This is an optimization exercise on Yosys and OpenROAD, whose aim is small area and a short achievable clock period, not a production implementation.
RTL that was checked went through simulation tests only; none was proved equivalent to the original.
Power figures rest on the tool's default switching activity, not on a simulated workload.

==> quartz <==
==> flow/design.v (excerpt) <==
module timing (
    input clk,
    input [7:0] a,
    input [7:0] b,
    output [31:0] c
  );
clock: 8.5 ns
lec_check: 0
abc_area: 1
cap_margin: 20
core_margin: 2
core_utilization: 40
setup_slack_margin: 5
slew_margin: 20
synth_hierarchical: 1
run.sh (not shown) runs the stock make flow with config.mk's settings and CLKGATE_MAP_FILE= SYNTH_SCRIPT=/design/flow/synth_recipe.tcl, a recipe that flattens the netlist after the stock synthesis.
==> inputs of xenon, as changes to quartz <==
--- a/flow/config.mk
+++ b/flow/config.mk
@@ -11,3 +11,2 @@
 export CORE_UTILIZATION = 40
-export SETUP_SLACK_MARGIN = 5
 export SLEW_MARGIN = 20
==> results.ini <==
[status]
outcome = finished clean

[final_layout]
multi_input_area_share = 0.665
fin_util = 0.446
layout-area-overhead-vs-synth_pct = 10.5
final_area_um2 = 14000

[power]
p_int_mw = 1.60

[worst_setup_path]
timing.rr.start = y_q[11]
cp_slowest_stage_delay_ps = 360

[global_routing]
grtUsageMet2 = 0.442

[timing]
relSlewSlack = 0.530

[drt]
dr_total_vias = 13600
wl_per_cell_um = 19.7

That was quartz.
==> results.ini <==
[power]
p_int_mw = 1.57

[status]
outcome = finished clean

[drt]
wl_per_cell_um = 19.3
dr_total_vias = 13400

[final_layout]
fin_util = 0.429
multi_input_area_share = 0.688
final_area_um2 = 13400
layout-area-overhead-vs-synth_pct = 6.41

That was xenon.

---

==> inputs of fjord <==
timing, a different RTL version from the one above (not shown whole).
Design timing, start of the top module:
module timing (
    input clk,
    input [7:0] a,
    input [7:0] b,
    output [31:0] c
  );
Settings: LEC_CHECK=0, CAP_MARGIN=20, CORE_MARGIN=2, CORE_UTILIZATION=40, SETUP_SLACK_MARGIN=5, SLEW_MARGIN=20, SYNTH_HIERARCHICAL=1, TNS_END_PERCENT=0; clock period 8.5 ns.
==> zinc (differences from fjord) <==
--- a/flow/design.v
+++ b/flow/design.v
@@ -1314,19 +1314,19 @@
   assign tb_n_ys__n327 = y[5];
   assign tb_n_ys__n289 = y[6];
   assign tb_n_ys__n448 = y[11];
   assign tb_n_ys__n396 = y[1];
   assign tb_n_ys__n383 = y[2];
   assign tb_n_ys__n251 = y[7];
   reg [11:0] x_q, y_q;
   reg a0_q, b0_q;
-  reg [15:0] lo_q, lo2_q;
+  reg [11:0] lo_q, lo2_q;
   reg cy_q;
-  reg [15:0] hs_q, hc_q, hi_q;
+  reg [19:0] hs_q, hc_q, hi_q;
   wire p1, p2, p3, p4, p5, p6, p7, p8, p9, p10, p11, p12, p13, p14, p15, p16, p17, p18, p19, p20, p21, p22, p23, p24, p25, p26, p27, p28, p29, p30, p31, p32, p33, p34, p35, p36, p37, p38, p39, p40, p41, p42, p43, p44, p45, p46, p47, p48, p49, p50, p51, p52, p53, p54, p55, p56, p57, p58, p59, p60, p61, p62, p63, p64, p65, p66, p67, p68, p69, p70, p71, p72, p73, p74, p75, p76, p77, p78, p79, p80, p81, p82, p83, p84, p85, p86, p87, p88, p89, p90, p91, p92, p93, p94, p95, p96, p97, p98, p99, p100, p101, p102, p103, p104, p105, p106, p107, p108, p109, p110, p111, p112, p113, p114, p115, p116, p117, p118, p119, p120, p121, p122, p123, p124, p125, p126, p127, p128, p129, p130, p131, p132, p133, p134, p135, p136, p137, p138, p139, p140, p141, p142, p143, p144, p145, p146, p147, p148, p149, p150, p151, p152, p153, p154, p155, p156, p157, p158, p159, p160, p161, p162, p163, p164, p165, p166, p167, p168, p169, s170, k171, s172, k173, s174, k175, s176, k177, s178, k179, s180, k181, s182, k183, s184, k185, s186, k187, s188, k189, s190, k191, s192, k193, s194, k195, s196, k197, s198, k199, s200, k201, s202, k203, s204, k205, s206, k207, s208, k209, s210, k211, s212, k213, s214, k215, s216, k217, s218, k219, s220, k221, s222, k223, s224, k225, s226, k227, s228, k229, s230, k231, s232, k233, s234, k235, s236, k237, s238, k239, s240, k241, s242, k243, s244, k245, s246, k247, s248, k249, s250, k251, s252, k253, s254, k255, s256, k257, s258, k259, s260, k261, s262, k263, s264, k265, s266, k267, s268, k269, s270, k271, s272, k273, s274, k275, s276, k277, s278, k279, s280, k281, s282, k283, s284, k285, s286, k287, s288, k289, s290, k291, s292, k293, s294, k295, s296, k297, s298, k299, s300, k301, s302, k303, s304, k305, s306, k307, s308, k309, s310, k311, s312, k313, s314, k315, s316, k317, s318, k319, s320, k321, s322, k323, s324, k325, s326, k327, s328, k329, s330, k331, s332, k333, s334, k335, s336, k337, s338, k339, s340, k341, s342, k343, s344, k345, s346, k347, s348, k349, s350, k351, s352, k353, s354, k355, s356, k357, s358, k359, s360, k361, s362, k363, s364, k365, s366, k367, s368, k369, s370, k371, s372, k373, s374, k375, s376, k377, s378, k379, s380, k381, s382, k383, s384, k385, s386, k387, s388, k389, s390, k391, s392, k393, s394, k395, s396, k397, s398, k399, s400, k401, s402, k403, s404, k405, s406, k407, s408, k409, s410, k411, s412, k413, s414, k415, s416, k417, s418, k419, s420, k421;
   assign p1 = ~(x_q[0] & y_q[0]);
   assign p2 = ~(x_q[0] & y_q[1]);
   assign p3 = ~(x_q[0] & y_q[2]);
   assign p4 = ~(x_q[0] & y_q[3]);
   assign p5 = ~(x_q[0] & y_q[4]);
   assign p6 = ~(x_q[0] & y_q[5]);
   assign p7 = ~(x_q[0] & y_q[6]);
@@ -1613,30 +1613,30 @@
   fa_cell us406 (.a(s318), .b(k363), .c(s364), .s(s406), .co(k407));
   fa_cell us408 (.a(k319), .b(k365), .c(s366), .s(s408), .co(k409));
   fa_cell us410 (.a(k323), .b(s368), .c(k367), .s(s410), .co(k411));
   fa_cell us412 (.a(k327), .b(s370), .c(k369), .s(s412), .co(k413));
   fa_cell us414 (.a(k331), .b(s372), .c(k371), .s(s414), .co(k415));
   fa_cell us416 (.a(k335), .b(s374), .c(k373), .s(s416), .co(k417));
   fa_cell us418 (.a(k337), .b(s376), .c(k375), .s(s418), .co(k419));
   fa_cell us420 (.a(p132), .b(p143), .c(k377), .s(s420), .co(k421));
-  wire [15:0] s_lo = {s392, s390, s388, s386, s384, s382, s380, p154, p151, p149, p147, p145, 1'b0, 1'b0, 1'b0, p169};
-  wire [15:0] c_lo = {k391, k389, k387, k385, k383, k381, k379, s378, p152, p150, p148, p146, 1'b0, 1'b0, 1'b0, 1'b0};
-  wire [15:0] s_hi = {1'b0, p144, s420, s418, s416, s414, s412, s410, s408, s406, s404, s402, s400, s398, s396, s394};
-  wire [15:0] c_hi = {1'b0, k421, k419, k417, k415, k413, k411, k409, k407, k405, k403, k401, k399, k397, k395, k393};
-  wire [16:0] lo_sum = (s_lo ^ 16'hfff1) + (c_lo ^ 16'hfff0);
-  wire [15:0] hi_sum = (hs_q ^ 16'h7fff) + (hc_q ^ 16'h7fff) + cy_q;
+  wire [11:0] s_lo = {s384, s382, s380, p154, p151, p149, p147, p145, 1'b0, 1'b0, 1'b0, p169};
+  wire [11:0] c_lo = {k383, k381, k379, s378, p152, p150, p148, p146, 1'b0, 1'b0, 1'b0, 1'b0};
+  wire [19:0] s_hi = {1'b0, p144, s420, s418, s416, s414, s412, s410, s408, s406, s404, s402, s400, s398, s396, s394, s392, s390, s388, s386};
+  wire [19:0] c_hi = {1'b0, k421, k419, k417, k415, k413, k411, k409, k407, k405, k403, k401, k399, k397, k395, k393, k391, k389, k387, k385};
+  wire [12:0] lo_sum = (s_lo ^ 12'hff1) + (c_lo ^ 12'hff0);
+  wire [19:0] hi_sum = (hs_q ^ 20'h7ffff) + (hc_q ^ 20'h7ffff) + cy_q;
   assign c = {hi_q, lo2_q};
   always @(posedge clk) begin
     x_q <= x;
     y_q <= y;
     a0_q <= a[0];
     b0_q <= b[0];
-    lo_q <= lo_sum[15:0];
-    cy_q <= lo_sum[16];
+    lo_q <= lo_sum[11:0];
+    cy_q <= lo_sum[12];
     hs_q <= s_hi;
     hc_q <= c_hi;
     lo2_q <= lo_q;
     hi_q <= hi_sum;
   end
 endmodule
 module fa_cell (input a, input b, input c, output s, output co);
   assign {co, s} = a + b + c;
SETUP_SLACK_MARGIN = 4.5   (was 5)
==> harbor (differences from fjord) <==
--- a/flow/design.v
+++ b/flow/design.v
@@ -1314,19 +1314,19 @@
   assign tb_n_ys__n327 = y[5];
   assign tb_n_ys__n289 = y[6];
   assign tb_n_ys__n448 = y[11];
   assign tb_n_ys__n396 = y[1];
   assign tb_n_ys__n383 = y[2];
   assign tb_n_ys__n251 = y[7];
   reg [11:0] x_q, y_q;
   reg a0_q, b0_q;
-  reg [15:0] lo_q, lo2_q;
+  reg [11:0] lo_q, lo2_q;
   reg cy_q;
-  reg [15:0] hs_q, hc_q, hi_q;
+  reg [19:0] hs_q, hc_q, hi_q;
   wire p1, p2, p3, p4, p5, p6, p7, p8, p9, p10, p11, p12, p13, p14, p15, p16, p17, p18, p19, p20, p21, p22, p23, p24, p25, p26, p27, p28, p29, p30, p31, p32, p33, p34, p35, p36, p37, p38, p39, p40, p41, p42, p43, p44, p45, p46, p47, p48, p49, p50, p51, p52, p53, p54, p55, p56, p57, p58, p59, p60, p61, p62, p63, p64, p65, p66, p67, p68, p69, p70, p71, p72, p73, p74, p75, p76, p77, p78, p79, p80, p81, p82, p83, p84, p85, p86, p87, p88, p89, p90, p91, p92, p93, p94, p95, p96, p97, p98, p99, p100, p101, p102, p103, p104, p105, p106, p107, p108, p109, p110, p111, p112, p113, p114, p115, p116, p117, p118, p119, p120, p121, p122, p123, p124, p125, p126, p127, p128, p129, p130, p131, p132, p133, p134, p135, p136, p137, p138, p139, p140, p141, p142, p143, p144, p145, p146, p147, p148, p149, p150, p151, p152, p153, p154, p155, p156, p157, p158, p159, p160, p161, p162, p163, p164, p165, p166, p167, p168, p169, s170, k171, s172, k173, s174, k175, s176, k177, s178, k179, s180, k181, s182, k183, s184, k185, s186, k187, s188, k189, s190, k191, s192, k193, s194, k195, s196, k197, s198, k199, s200, k201, s202, k203, s204, k205, s206, k207, s208, k209, s210, k211, s212, k213, s214, k215, s216, k217, s218, k219, s220, k221, s222, k223, s224, k225, s226, k227, s228, k229, s230, k231, s232, k233, s234, k235, s236, k237, s238, k239, s240, k241, s242, k243, s244, k245, s246, k247, s248, k249, s250, k251, s252, k253, s254, k255, s256, k257, s258, k259, s260, k261, s262, k263, s264, k265, s266, k267, s268, k269, s270, k271, s272, k273, s274, k275, s276, k277, s278, k279, s280, k281, s282, k283, s284, k285, s286, k287, s288, k289, s290, k291, s292, k293, s294, k295, s296, k297, s298, k299, s300, k301, s302, k303, s304, k305, s306, k307, s308, k309, s310, k311, s312, k313, s314, k315, s316, k317, s318, k319, s320, k321, s322, k323, s324, k325, s326, k327, s328, k329, s330, k331, s332, k333, s334, k335, s336, k337, s338, k339, s340, k341, s342, k343, s344, k345, s346, k347, s348, k349, s350, k351, s352, k353, s354, k355, s356, k357, s358, k359, s360, k361, s362, k363, s364, k365, s366, k367, s368, k369, s370, k371, s372, k373, s374, k375, s376, k377, s378, k379, s380, k381, s382, k383, s384, k385, s386, k387, s388, k389, s390, k391, s392, k393, s394, k395, s396, k397, s398, k399, s400, k401, s402, k403, s404, k405, s406, k407, s408, k409, s410, k411, s412, k413, s414, k415, s416, k417, s418, k419, s420, k421;
   assign p1 = ~(x_q[0] & y_q[0]);
   assign p2 = ~(x_q[0] & y_q[1]);
   assign p3 = ~(x_q[0] & y_q[2]);
   assign p4 = ~(x_q[0] & y_q[3]);
   assign p5 = ~(x_q[0] & y_q[4]);
   assign p6 = ~(x_q[0] & y_q[5]);
   assign p7 = ~(x_q[0] & y_q[6]);
@@ -1613,30 +1613,30 @@
   fa_cell us406 (.a(s318), .b(k363), .c(s364), .s(s406), .co(k407));
   fa_cell us408 (.a(k319), .b(k365), .c(s366), .s(s408), .co(k409));
   fa_cell us410 (.a(k323), .b(s368), .c(k367), .s(s410), .co(k411));
   fa_cell us412 (.a(k327), .b(s370), .c(k369), .s(s412), .co(k413));
   fa_cell us414 (.a(k331), .b(s372), .c(k371), .s(s414), .co(k415));
   fa_cell us416 (.a(k335), .b(s374), .c(k373), .s(s416), .co(k417));
   fa_cell us418 (.a(k337), .b(s376), .c(k375), .s(s418), .co(k419));
   fa_cell us420 (.a(p132), .b(p143), .c(k377), .s(s420), .co(k421));
-  wire [15:0] s_lo = {s392, s390, s388, s386, s384, s382, s380, p154, p151, p149, p147, p145, 1'b0, 1'b0, 1'b0, p169};
-  wire [15:0] c_lo = {k391, k389, k387, k385, k383, k381, k379, s378, p152, p150, p148, p146, 1'b0, 1'b0, 1'b0, 1'b0};
-  wire [15:0] s_hi = {1'b0, p144, s420, s418, s416, s414, s412, s410, s408, s406, s404, s402, s400, s398, s396, s394};
-  wire [15:0] c_hi = {1'b0, k421, k419, k417, k415, k413, k411, k409, k407, k405, k403, k401, k399, k397, k395, k393};
-  wire [16:0] lo_sum = (s_lo ^ 16'hfff1) + (c_lo ^ 16'hfff0);
-  wire [15:0] hi_sum = (hs_q ^ 16'h7fff) + (hc_q ^ 16'h7fff) + cy_q;
+  wire [11:0] s_lo = {s384, s382, s380, p154, p151, p149, p147, p145, 1'b0, 1'b0, 1'b0, p169};
+  wire [11:0] c_lo = {k383, k381, k379, s378, p152, p150, p148, p146, 1'b0, 1'b0, 1'b0, 1'b0};
+  wire [19:0] s_hi = {1'b0, p144, s420, s418, s416, s414, s412, s410, s408, s406, s404, s402, s400, s398, s396, s394, s392, s390, s388, s386};
+  wire [19:0] c_hi = {1'b0, k421, k419, k417, k415, k413, k411, k409, k407, k405, k403, k401, k399, k397, k395, k393, k391, k389, k387, k385};
+  wire [12:0] lo_sum = (s_lo ^ 12'hff1) + (c_lo ^ 12'hff0);
+  wire [19:0] hi_sum = (hs_q ^ 20'h7ffff) + (hc_q ^ 20'h7ffff) + cy_q;
   assign c = {hi_q, lo2_q};
   always @(posedge clk) begin
     x_q <= x;
     y_q <= y;
     a0_q <= a[0];
     b0_q <= b[0];
-    lo_q <= lo_sum[15:0];
-    cy_q <= lo_sum[16];
+    lo_q <= lo_sum[11:0];
+    cy_q <= lo_sum[12];
     hs_q <= s_hi;
     hc_q <= c_hi;
     lo2_q <= lo_q;
     hi_q <= hi_sum;
   end
 endmodule
 module fa_cell (input a, input b, input c, output s, output co);
   assign {co, s} = a + b + c;
==> flow/flow/run.sh (new file) <==
#!/bin/bash
# The standard layout (the standard.sh, unchanged), with the port buffers that
# ORFS's buffer_ports inserts made plain buf_2 cells instead of its default pick.
export BUFFER_PORTS_ARGS="-buffer_cell sky130_fd_sc_hd__buf_2"
cp standard.sh standard_copy.sh.txt
bash standard.sh > standard.log 2>&1
==> flow/standard.sh (new file) <==
#!/bin/bash
# synth_recipe.tcl (not shown) runs the flow's synth.tcl, then flattens the netlist and writes it again
# the make line also repeats each setting of config.mk as NAME=value (left out here)
make -C /OpenROAD-flow-scripts/flow DESIGN_CONFIG=/design/flow/config.mk WORK_HOME=/design/flow/orfs CLKGATE_MAP_FILE= SYNTH_SCRIPT=/design/flow/synth_recipe.tcl "${@:-finish}"
removed: flow/run.sh
==> run notes <==
Multi-input gate area: harbor 7760 um^2; zinc 7510 um^2; fjord 7890 um^2
Fraction of layout instances using a drive strength above 1: harbor 21.7%; zinc 12.7%; fjord 24.0%
Sequential power share: harbor 27.6%; zinc 27.8%; fjord 24.4%
Clk_buf instances: harbor 10; zinc 9; fjord 10
Total number of sequential cells: harbor 103; zinc 103; fjord 99
Share of the cycle needed by the critical path after routing: harbor 42.6%; zinc 48.0%; fjord 43.1%
Adder-Cell Fraction of Synth Area: harbor 29.3%; zinc 29.3%; fjord 29.3%
FF/Latch Area: harbor 2070 um^2; zinc 2060 um^2; fjord 2040 um^2
ClkCell Share: harbor 2.34%; zinc 2.33%; fjord 2.24%
Leakage dissipation: harbor 0.00503 uW; zinc 0.00478 uW; fjord 0.00528 uW
Result of the run: harbor no timing/DRC/antenna violations; zinc no timing/DRC/antenna violations; fjord no timing/DRC/antenna violations
Number of DRC markers after the initial detailed-route iteration: harbor 1,343; zinc 1,432; fjord 1,609
Remaining max-slew budget at the tightest pin: harbor 44.4%; zinc 50.7%; fjord 46.2%
CP Data Arrival Time: harbor 3.89 ns; zinc 4.34 ns; fjord 3.94 ns
Clock-pin transition on the worst setup and hold timing paths: harbor 0.07 ns; zinc 0.07 ns; fjord 0.06 ns
Number of inserted filler cells in the final layout: harbor 2,319; zinc 2,388; fjord 2,277
Capturing point of the worst reg2reg path: harbor hs_q[8]; zinc hs_q[8]; fjord hs_q[5]
Min-Delay Endpoint: harbor lo2_q[11]; zinc lo2_q[5]; fjord lo2_q[14]
Compound-gate portion of the synthesized area: harbor 16.6%; zinc 16.6%; fjord 17.1%
Number of synthesized register bits: harbor 103; zinc 103; fjord 99
Internal Power: harbor 1600 uW; zinc 1620 uW; fjord 1760 uW
Number of global-route vias before repair: harbor 10,800; zinc 10,600; fjord 11,100
Worst setup margin: harbor 4.88 ns; zinc 4.42 ns; fjord 4.84 ns
Met3 Resource Use GR: harbor 5.01%; zinc 6.06%; fjord 7.86%
Final non-filler cell area: harbor 12,500 um^2; zinc 12,000 um^2; fjord 13,100 um^2
Setup Skew: harbor 0.00841 ns; zinc 0.0129 ns; fjord 0.0106 ns
No run of this note included a check of the RTL's function; only the layout flow was run.

separate check: timing with driven ports:
In the flow no input, the clock included, has a driving cell. The finished layouts below were timed again as built, in two steps.
Step 1 (the two cells are an assumption about what drives the block):
set clk [get_ports {clk}]
set_driving_cell -lib_cell sky130_fd_sc_hd__clkbuf_16 $clk
set_driving_cell -lib_cell sky130_fd_sc_hd__buf_2 [delete_from_list [all_inputs] $clk]
Step 2, shift: input delay + t, output delay - t, t = (earliest + latest rising clock arrival at the registers) / 2. This alone moves slack from input paths to output paths.
Three values: ideal ports, drivers, drivers and shift; two values: the first two.
run | t, ns | setup slack, ns | clock arrival spread, ns
quartz | 0.400 | 5.018 / 5.041 / 4.641 | 0.014 / 0.014
xenon | 0.401 | 4.077 / 4.097 / 3.696 | 0.014 / 0.014
fjord | 0.399 | 4.837 / 4.864 / 4.465 | 0.012 / 0.011
zinc | 0.393 | 4.423 / 4.413 / 4.021 | 0.013 / 0.013
harbor | 0.390 | 4.883 / 4.867 / 4.477 | 0.008 / 0.008
After both steps every run listed still meets setup and hold. The setup slack of harbor, which loses most, moves by -0.016 ns with the drivers and by -0.406 ns with both steps.
